What follows belongs to an exercise in optimizing a design on an open flow for small area; a production flow would make more cautious choices.
Only simulation tests tie the RTL to the original design; equivalence was not proved.
Power figures rest on the tool's default switching activity, not on a simulated workload.

==> inputs of build 95 <==
## usb_link
module usb_link(
    input clk,
    input rst_n,
    input [6:0] self_addr,
    output reg crc5_err,
    output crc16_err,
    input ms,
    input [15:0] time_threshold,
    input [5:0] delay_threshole,
    output reg time_out,
    output d_oe,
    input rx_lp_sop,
    input rx_lp_eop,
    input rx_lp_valid,
    output rx_lp_ready,
    input [7:0] rx_lp_data,
    output reg tx_lp_sop,
    output reg tx_lp_eop,
    output reg tx_lp_valid,
    input tx_lp_ready,
    output reg [7:0] tx_lp_data,
    output reg tx_lp_cancle,
    output reg rx_pid_en,
    output reg [3:0] rx_pid,
    output reg [3:0] rx_endp,
    output reg rx_lt_sop,
    output reg rx_lt_eop,
    output reg rx_lt_valid,
    input rx_lt_ready,
    output reg [7:0] rx_lt_data,
    input [3:0] tx_pid,
    input [6:0] tx_addr,
    input [3:0] tx_endp,
    input tx_valid,
    output reg tx_ready,
    input tx_lt_sop,
    input tx_lt_eop,
    input tx_lt_valid,
    output tx_lt_ready,
    input [7:0] tx_lt_data,
    input tx_lt_cancle
);
==> flow/config.mk <==
export PLATFORM = sky130hd
export DESIGN_NAME = usb_link
export DESIGN_NICKNAME = usb_link
export VERILOG_FILES = /design/flow/design.v
export SDC_FILE = /design/flow/constraint.sdc
export NUM_CORES = 4
export LEC_CHECK = 0
export CAP_MARGIN = 20
export CORE_MARGIN = 2
export CORE_UTILIZATION = 70
export SLEW_MARGIN = 20
==> flow/constraint.sdc <==
create_clock -name core_clock -period 5.0 [get_ports {clk}]
set_input_delay 1.0000 -clock core_clock [delete_from_list [all_inputs] [get_ports {clk}]]
set_output_delay 1.0000 -clock core_clock [all_outputs]
set_load 0.01 [all_outputs]
standard.sh (not shown) runs the stock make flow with config.mk's settings and CLKGATE_MAP_FILE= SYNTH_SCRIPT=/design/flow/synth_recipe.tcl, a recipe that flattens the netlist after the stock synthesis.
==> flow/flow/run.sh <==
#!/bin/bash
# Own layout flow: the standard synthesis, then the combinational logic between the
# (unchanged) registers re-mapped by ABC for area, then the standard ORFS layout with
# minimum-size port buffers.
set -euo pipefail
W=$PWD
R=$W/orfs/results/sky130hd/usb_link/base
LIB=$FLOW_HOME/platforms/sky130hd/lib/sky130_fd_sc_hd__tt_025C_1v80.lib
YOSYS=yosys
if [[ -x $FLOW_HOME/../tools/install/yosys/bin/yosys ]]; then YOSYS=$FLOW_HOME/../tools/install/yosys/bin/yosys; fi

# 1. standard synthesis (the standard flow's own script)
bash standard.sh $R/1_2_yosys.v > $W/1_synth_standard.log 2>&1
cp $R/1_2_yosys.v $W/1_2_yosys_standard.v

# 2. re-map the combinational logic; registers are kept as they are
sed -e "s#LIBFILE#$LIB#g" -e "s#NETIN#$W/1_2_yosys_standard.v#" -e "s#NETOUT#$W/1_2_yosys_reopt.v#" \
    -e "s#ABCSCRIPT#$W/flow/reopt.abc#" $W/flow/reopt.ys > $W/reopt.ys
$YOSYS -l $W/2_reopt_yosys.log -s $W/reopt.ys > /dev/null 2>&1
cp $W/1_2_yosys_reopt.v $R/1_2_yosys.v

# 3. layout, with buf_1 port buffers
CTS_ARGS="-sink_clustering_enable -repair_clock_nets -buf_list sky130_fd_sc_hd__clkbuf_4 -root_buf sky130_fd_sc_hd__clkbuf_8 -dont_use_dummy_load" BUFFER_PORTS_ARGS="-buffer_cell sky130_fd_sc_hd__buf_1" bash standard.sh finish > $W/3_layout.log 2>&1
==> flow/flow/reopt.abc <==
strash
&get -n
&deepsyn -T 60
&put
dch
amap
==> flow/flow/reopt.ys <==
read_liberty -ignore_miss_func -ignore_miss_dir LIBFILE
read_verilog NETIN
hierarchy -top usb_link
setattr -mod -set keep_hierarchy 1 sky130_fd_sc_hd__df*
flatten
opt -purge
abc -script ABCSCRIPT -liberty LIBFILE -dont_use *probe* -dont_use *lpflow*
opt_clean -purge
hilomap -singleton -hicell sky130_fd_sc_hd__conb_1 HI -locell sky130_fd_sc_hd__conb_1 LO
insbuf -buf sky130_fd_sc_hd__buf_4 A X
stat -liberty LIBFILE
select usb_link
write_verilog -noattr -nohex -nodec -selected NETOUT
==> build 16: changes against build 95 <==
--- a/flow/design.v
+++ b/flow/design.v
@@ -84,56 +84,58 @@
         rx_pid_en <= rx_tok_end && (((addr_ok || crc5_right) && pid_ok) || (pid_h_l_ok && rx_handshake_on));
     end
 end
 assign rx_lp_ready = rx_lt_ready | ~rx_lt_valid;
 wire tran_buf = rx_data_on & rx_transok;
 wire rx_sop_en = tran_buf & rx_lp_sop;
 wire rx_lt_eop_en = rx_data_on & rx_lt_valid & rx_lt_ready & rx_lt_eop;
 reg [15:0] crc_n;  
-reg crc_check_ok;
-assign crc16_err = ~crc_check_ok;
+reg crc_err_q;  
+assign crc16_err = crc_err_q;
 wire [15:0] c = ~crc_n;
 wire [7:0] d = rx_lt_data;
+wire [7:0] e = c[15:8] ^ {d[0], d[1], d[2], d[3], d[4], d[5], d[6], d[7]};
+wire e_all = ^e;
 wire [15:0] crc_out;
-assign crc_out[0] = c[10]^c[11]^c[12]^c[13]^c[14]^c[15]^c[8]^c[9]^d[0]^d[1]^d[2]^d[3]^d[4]^d[5]^d[6]^d[7];
-assign crc_out[1] = c[10]^c[11]^c[12]^c[13]^c[14]^c[15]^c[9]^d[0]^d[1]^d[2]^d[3]^d[4]^d[5]^d[6];
-assign crc_out[2] = c[8]^c[9]^d[6]^d[7];
-assign crc_out[3] = c[10]^c[9]^d[5]^d[6];
-assign crc_out[4] = c[10]^c[11]^d[4]^d[5];
-assign crc_out[5] = c[11]^c[12]^d[3]^d[4];
-assign crc_out[6] = c[12]^c[13]^d[2]^d[3];
-assign crc_out[7] = c[13]^c[14]^d[1]^d[2];
-assign crc_out[8] = c[0]^c[14]^c[15]^d[0]^d[1];
-assign crc_out[9] = c[1]^c[15]^d[0];
+assign crc_out[0] = e_all;
+assign crc_out[1] = e_all ^ e[0];
+assign crc_out[2] = e[0] ^ e[1];
+assign crc_out[3] = e[1] ^ e[2];
+assign crc_out[4] = e[2] ^ e[3];
+assign crc_out[5] = e[3] ^ e[4];
+assign crc_out[6] = e[4] ^ e[5];
+assign crc_out[7] = e[5] ^ e[6];
+assign crc_out[8] = c[0] ^ e[6] ^ e[7];
+assign crc_out[9] = c[1] ^ e[7];
 assign crc_out[10] = c[2];
 assign crc_out[11] = c[3];
 assign crc_out[12] = c[4];
 assign crc_out[13] = c[5];
 assign crc_out[14] = c[6];
-assign crc_out[15] = c[10]^c[11]^c[12]^c[13]^c[14]^c[15]^c[7]^c[8]^c[9]^d[0]^d[1]^d[2]^d[3]^d[4]^d[5]^d[6]^d[7];
+assign crc_out[15] = e_all ^ c[7];
 wire [15:0] crc_inv = {crc_n[8], crc_n[9], crc_n[10], crc_n[11], crc_n[12], crc_n[13], crc_n[14], crc_n[15],
                        crc_n[0], crc_n[1], crc_n[2], crc_n[3], crc_n[4], crc_n[5], crc_n[6], crc_n[7]};
 always @(posedge clk or negedge rst_n) begin
     if (!rst_n) begin
         rx_lt_sop <= 1'b0;
         rx_lt_eop <= 1'b0;
         rx_lt_valid <= 1'b0;
         rx_lt_data <= 8'b0;
         crc_n <= 16'h0000;
-        crc_check_ok <= 1'b1;
+        crc_err_q <= 1'b0;
     end else begin
         if (tran_buf) begin
             rx_lt_sop <= rx_lp_sop;
             rx_lt_eop <= rx_lp_eop;
             rx_lt_data <= rx_lp_data;
             crc_n <= rx_lt_sop ? 16'h0000 : ~crc_out;
         end
         if (rx_lp_ready && rx_data_on) rx_lt_valid <= rx_lp_valid;
-        if (tran_buf && rx_lp_eop) crc_check_ok <= (crc_inv == {rx_lt_data, rx_lp_data});
+        if (tran_buf && rx_lp_eop) crc_err_q <= (crc_inv != {rx_lt_data, rx_lp_data});
     end
 end
 reg [1:0] cnt;
 reg [3:0] pid_reg;
 reg [6:0] addr_reg;
 reg [3:0] endp_reg;
 wire to_valid = ~tx_ready;
 wire is_hs = (pid_reg[1:0] == 2'b10);
@@ -142,44 +144,43 @@
 wire ready_buf = ~tx_lp_valid | tx_lp_ready;
 wire tx_to_transok = to_valid & ~tx_data_on & ready_buf;
 wire tx_con_pid_en = to_valid & (cnt == 2'd0);
 wire [4:0] tc5 = crc5f({addr_reg[0], addr_reg[1], addr_reg[2], addr_reg[3], addr_reg[4], addr_reg[5],
                         addr_reg[6], endp_reg[0], endp_reg[1], endp_reg[2], endp_reg[3]});
 reg [7:0] to_data;
 always @(*) begin
     case (cnt)
-        2'd0: to_data = {~pid_reg, pid_reg};
-        2'd2: to_data = {~tc5[0], ~tc5[1], ~tc5[2], ~tc5[3], ~tc5[4], endp_reg[3:1]};
+        2'b00: to_data = {~pid_reg, pid_reg};
+        2'b11: to_data = {~tc5[0], ~tc5[1], ~tc5[2], ~tc5[3], ~tc5[4], endp_reg[3:1]};
         default: to_data = {endp_reg[0], addr_reg};
     endcase
 end
-wire to_sop = cnt[0] ~^ cnt[1];
-wire to_eop = (cnt == 2'd2) | ((cnt == 2'd0) & is_hs);
+wire to_sop = ~cnt[0];
+wire to_eop = (cnt == 2'b11) | ((cnt == 2'b00) & is_hs);
 always @(posedge clk or negedge rst_n) begin
     if (!rst_n) begin
         tx_ready <= 1'b1;
         cnt <= 2'd0;
-        pid_reg <= 4'b0;
-        addr_reg <= 7'b0;
-        endp_reg <= 4'b0;
     end else begin
         if (tx_to_transok) begin
-            if (is_hs || (is_tok && cnt == 2'd2)) tx_ready <= 1'b1;
+            if (is_hs || (is_tok && cnt == 2'b11)) tx_ready <= 1'b1;
         end else if (tx_valid) tx_ready <= 1'b0;
         if (tx_to_transok) begin
-            if (is_hs) cnt <= 2'd0;
-            else if (is_tok) cnt <= (cnt == 2'd2) ? 2'd0 : cnt + 2'd1;
-            else cnt <= 2'd3;
+            if (is_hs) cnt <= 2'b00;
+            else if (is_tok) cnt <= {cnt[0] & ~cnt[1], ~cnt[1]};
+            else cnt <= 2'b10;
         end
-        if (tx_transok) begin
-            pid_reg <= tx_pid;
-            addr_reg <= tx_addr;
-            endp_reg <= tx_endp;
-        end
+    end
+end
+always @(posedge clk) begin
+    if (tx_transok) begin
+        pid_reg <= tx_pid;
+        addr_reg <= tx_addr;
+        endp_reg <= tx_endp;
     end
 end
 assign tx_lt_ready = tx_data_on & ready_buf;
 wire tx_lp_eop_en = tx_lp_valid & tx_lp_ready & tx_lp_eop;
 wire valid_buf = tx_data_on ? tx_lt_valid : to_valid;
 always @(posedge clk or negedge rst_n) begin
     if (!rst_n) begin
         tx_lp_sop <= 1'b0;
@@ -228,29 +229,29 @@
         slave_d_oe <= 1'b0;
         timer <= 16'd0;
         time_out <= 1'b0;
         rx_sop_en_regd <= 1'b0;
     end else begin
         if (slave_receive_rt) slave_has_received_rt <= 1'b1;
         else if (tx_lp_eop_en) slave_has_received_rt <= 1'b0;
         if (master_send_wt) mfs_wr <= 2'd1;
-        else if (tx_lp_eop_en && mfs_wr == 2'd1) mfs_wr <= 2'd2;
-        else if (tx_lp_eop_en && mfs_wr == 2'd2) mfs_wr <= 2'd0;
+        else if (tx_lp_eop_en && mfs_wr[0]) mfs_wr <= 2'd2;
+        else if (tx_lp_eop_en && mfs_wr[1]) mfs_wr <= 2'd0;
         if (slave_receive_wt || master_send_rt) rx_data_on <= 1'b1;
         else if (rx_lt_eop_en) rx_data_on <= 1'b0;
-        if (tx_lp_eop_en && (slave_has_received_rt || mfs_wr == 2'd2)) rx_handshake_on <= 1'b1;
+        if (tx_lp_eop_en && (slave_has_received_rt || mfs_wr[1])) rx_handshake_on <= 1'b1;
         else if (ms_receive_hs) rx_handshake_on <= 1'b0;
-        if (slave_receive_rt || (tx_lp_eop_en && mfs_wr == 2'd1)) tx_data_on <= 1'b1;
+        if (slave_receive_rt || (tx_lp_eop_en && mfs_wr[0])) tx_data_on <= 1'b1;
         else if (tx_lp_eop_en) tx_data_on <= 1'b0;
         if (master_send_rt) mfs_rt <= 1'b1;
         else if (tx_lp_eop_en) mfs_rt <= 1'b0;
         if (delay_on && !delay_done) delay_cnt <= delay_cnt + 6'd1;
         else delay_cnt <= 6'd0;
-        if (ms ? (tx_lp_eop_en && (mfs_rt || mfs_wr == 2'd2)) : tx_lp_eop_en) delay_on <= 1'b1;
+        if (ms ? (tx_lp_eop_en && (mfs_rt || mfs_wr[1])) : tx_lp_eop_en) delay_on <= 1'b1;
         else if (delay_done) delay_on <= 1'b0;
         if (delay_done) master_d_oe <= 1'b0;
         else if (ms_receive_hs || (rx_lt_eop_en && ms)) master_d_oe <= 1'b1;
         if (delay_done) slave_d_oe <= 1'b0;
         else if (slave_receive_rt || (rx_lt_eop_en && !ms)) slave_d_oe <= 1'b1;
         if (ms_receive_hs || rx_sop_en_regd || rx_sop_en) timer <= 16'd0;
         else if (rx_handshake_on || rx_data_on) timer <= timer + 16'd1;
         if (time_out) time_out <= 1'b0;
==> flow/flow/run.sh (replaced) <==
#!/bin/bash
# Own layout flow: the standard synthesis, then the combinational logic between the
# (unchanged) registers re-mapped by ABC for area (a few seeds, smallest kept), then the
# standard ORFS layout with minimum-size port buffers and a clock tree without dummy loads.
set -euo pipefail
W=$PWD
R=$W/orfs/results/sky130hd/usb_link/base
LIB=$FLOW_HOME/platforms/sky130hd/lib/sky130_fd_sc_hd__tt_025C_1v80.lib
YOSYS=yosys
if [[ -x $FLOW_HOME/../tools/install/yosys/bin/yosys ]]; then YOSYS=$FLOW_HOME/../tools/install/yosys/bin/yosys; fi

# 1. standard synthesis (the standard flow's own script)
bash standard.sh $R/1_2_yosys.v > $W/1_synth_standard.log 2>&1
cp $R/1_2_yosys.v $W/1_2_yosys_standard.v

# 2. re-map the combinational logic; registers are kept as they are
for S in 0 1 2 3; do
  printf 'strash\n&get -n\n&deepsyn -S %s -T 40\n&put\ndch\namap\n' $S > $W/reopt_$S.abc
  sed -e "s#LIBFILE#$LIB#g" -e "s#NETIN#$W/1_2_yosys_standard.v#" -e "s#NETOUT#$W/1_2_yosys_reopt_$S.v#" \
      -e "s#ABCSCRIPT#$W/reopt_$S.abc#" $W/flow/reopt.ys > $W/reopt_$S.ys
  $YOSYS -l $W/2_reopt_yosys_$S.log -s $W/reopt_$S.ys > /dev/null 2>&1 &
done
wait
best=""; besta=""
for S in 0 1 2 3; do
  a=$(grep "Chip area for top module" $W/2_reopt_yosys_$S.log | tail -1 | awk '{print $NF}') || true
  echo "seed $S area $a" >> $W/2_reopt_choice.log
  if [[ -n "$a" && -s $W/1_2_yosys_reopt_$S.v ]]; then
    if [[ -z "$besta" ]] || awk "BEGIN{exit !($a < $besta)}"; then best=$S; besta=$a; fi
  fi
done
echo "chosen seed $best area $besta" >> $W/2_reopt_choice.log
cp $W/1_2_yosys_reopt_$best.v $R/1_2_yosys.v

# 3. layout, with buf_1 port buffers
CTS_ARGS="-sink_clustering_enable -repair_clock_nets -buf_list {sky130_fd_sc_hd__clkbuf_4 sky130_fd_sc_hd__clkbuf_8} -root_buf sky130_fd_sc_hd__clkbuf_8 -dont_use_dummy_load" BUFFER_PORTS_ARGS="-buffer_cell sky130_fd_sc_hd__buf_1" bash standard.sh finish > $W/3_layout.log 2>&1
==> flow/flow/reopt.ys (replaced) <==
read_liberty -ignore_miss_func -ignore_miss_dir LIBFILE
read_verilog NETIN
hierarchy -top usb_link
setattr -mod -set keep_hierarchy 1 sky130_fd_sc_hd__*df* sky130_fd_sc_hd__dl*
flatten
opt -purge
abc -script ABCSCRIPT -liberty LIBFILE -dont_use *probe* -dont_use *lpflow*
opt_clean -purge
select -assert-none usb_link/t:$_*
hilomap -singleton -hicell sky130_fd_sc_hd__conb_1 HI -locell sky130_fd_sc_hd__conb_1 LO
insbuf -buf sky130_fd_sc_hd__buf_4 A X
stat -liberty LIBFILE
select usb_link
write_verilog -noattr -nohex -nodec -selected NETOUT
==> flow/config.mk (replaced) <==
export PLATFORM = sky130hd
export DESIGN_NAME = usb_link
export DESIGN_NICKNAME = usb_link
export VERILOG_FILES = /design/flow/design.v
export SDC_FILE = /design/flow/constraint.sdc
export NUM_CORES = 4
export LEC_CHECK = 0
export CAP_MARGIN = 20
export CORE_MARGIN = 2
export CORE_UTILIZATION = 40
export SLEW_MARGIN = 20
removed: flow/flow/reopt.abc
==> qor summary <==
quantity	build 95	build 16
Status	no timing/DRC/antenna violations	no timing/DRC/antenna violations
Routed WL	14200 µm	13200 µm
Register area	2630 µm²	2710 µm²
Worst Hold End	delay_cnt[0]	crc5_err
Clock input transition at the sequential cells of the worst setup and hold paths	0.12 ns	0.08 ns
Number of fillers in the final layout	508	1314
Ratio of final minimum period to clock period	69.2%	63.1%
Minimum clock period	3.46 ns	3.16 ns
Total Power	3.34 mW	2.85 mW
Met2 routing resource usage after global routing	59.1%	30.7%
Rel. slew slack	35.7%	56.6%
Cells after Synth	635	600
Average footprint of a synthesized cell	8.47 µm²	8.75 µm²
Gr usage total	35.4%	19.5%
Required arrival time at the worst endpoint	5.25 ns	5.27 ns
Clock buffers and inverters, area share	2.11%	2.12%
Clock net power	0.412 mW	0.413 mW
Core occupancy in the finished layout	80.2%	46.0%
Total met2 wirelength after detailed routing	7060 µm	6110 µm
Detail-routed via count per cell	6.28	5.34

## what the ideal ports hide
How much do the figures lean on ideal ports? The routed layouts below were timed once more, with nothing changed but the port constraints. Step 1, drivers: a clkbuf_16 drives clk and a buf_2 each remaining input, both assumed. Step 2 also shifts input and output timing later by t, the mid clock arrival at the registers, as if the neighbouring blocks saw the same clock. Three values: ideal ports, drivers, drivers and shift; two values: the first two.
run | shift t [ns] | slack for setup (ns) | worst setup path after step 2 | worst data-port slew with drivers (ns)
build 95 | 0.385 | 1.542 / 1.542 / 1.518 | input to register | 0.04
build 16 | 0.392 | 1.844 / 1.844 / 1.638 | input to register | 0.04
After both steps every run listed still meets setup and hold. The setup slack of build 16, which loses most, moves by 0.000 ns with the drivers and by -0.206 ns with both steps.
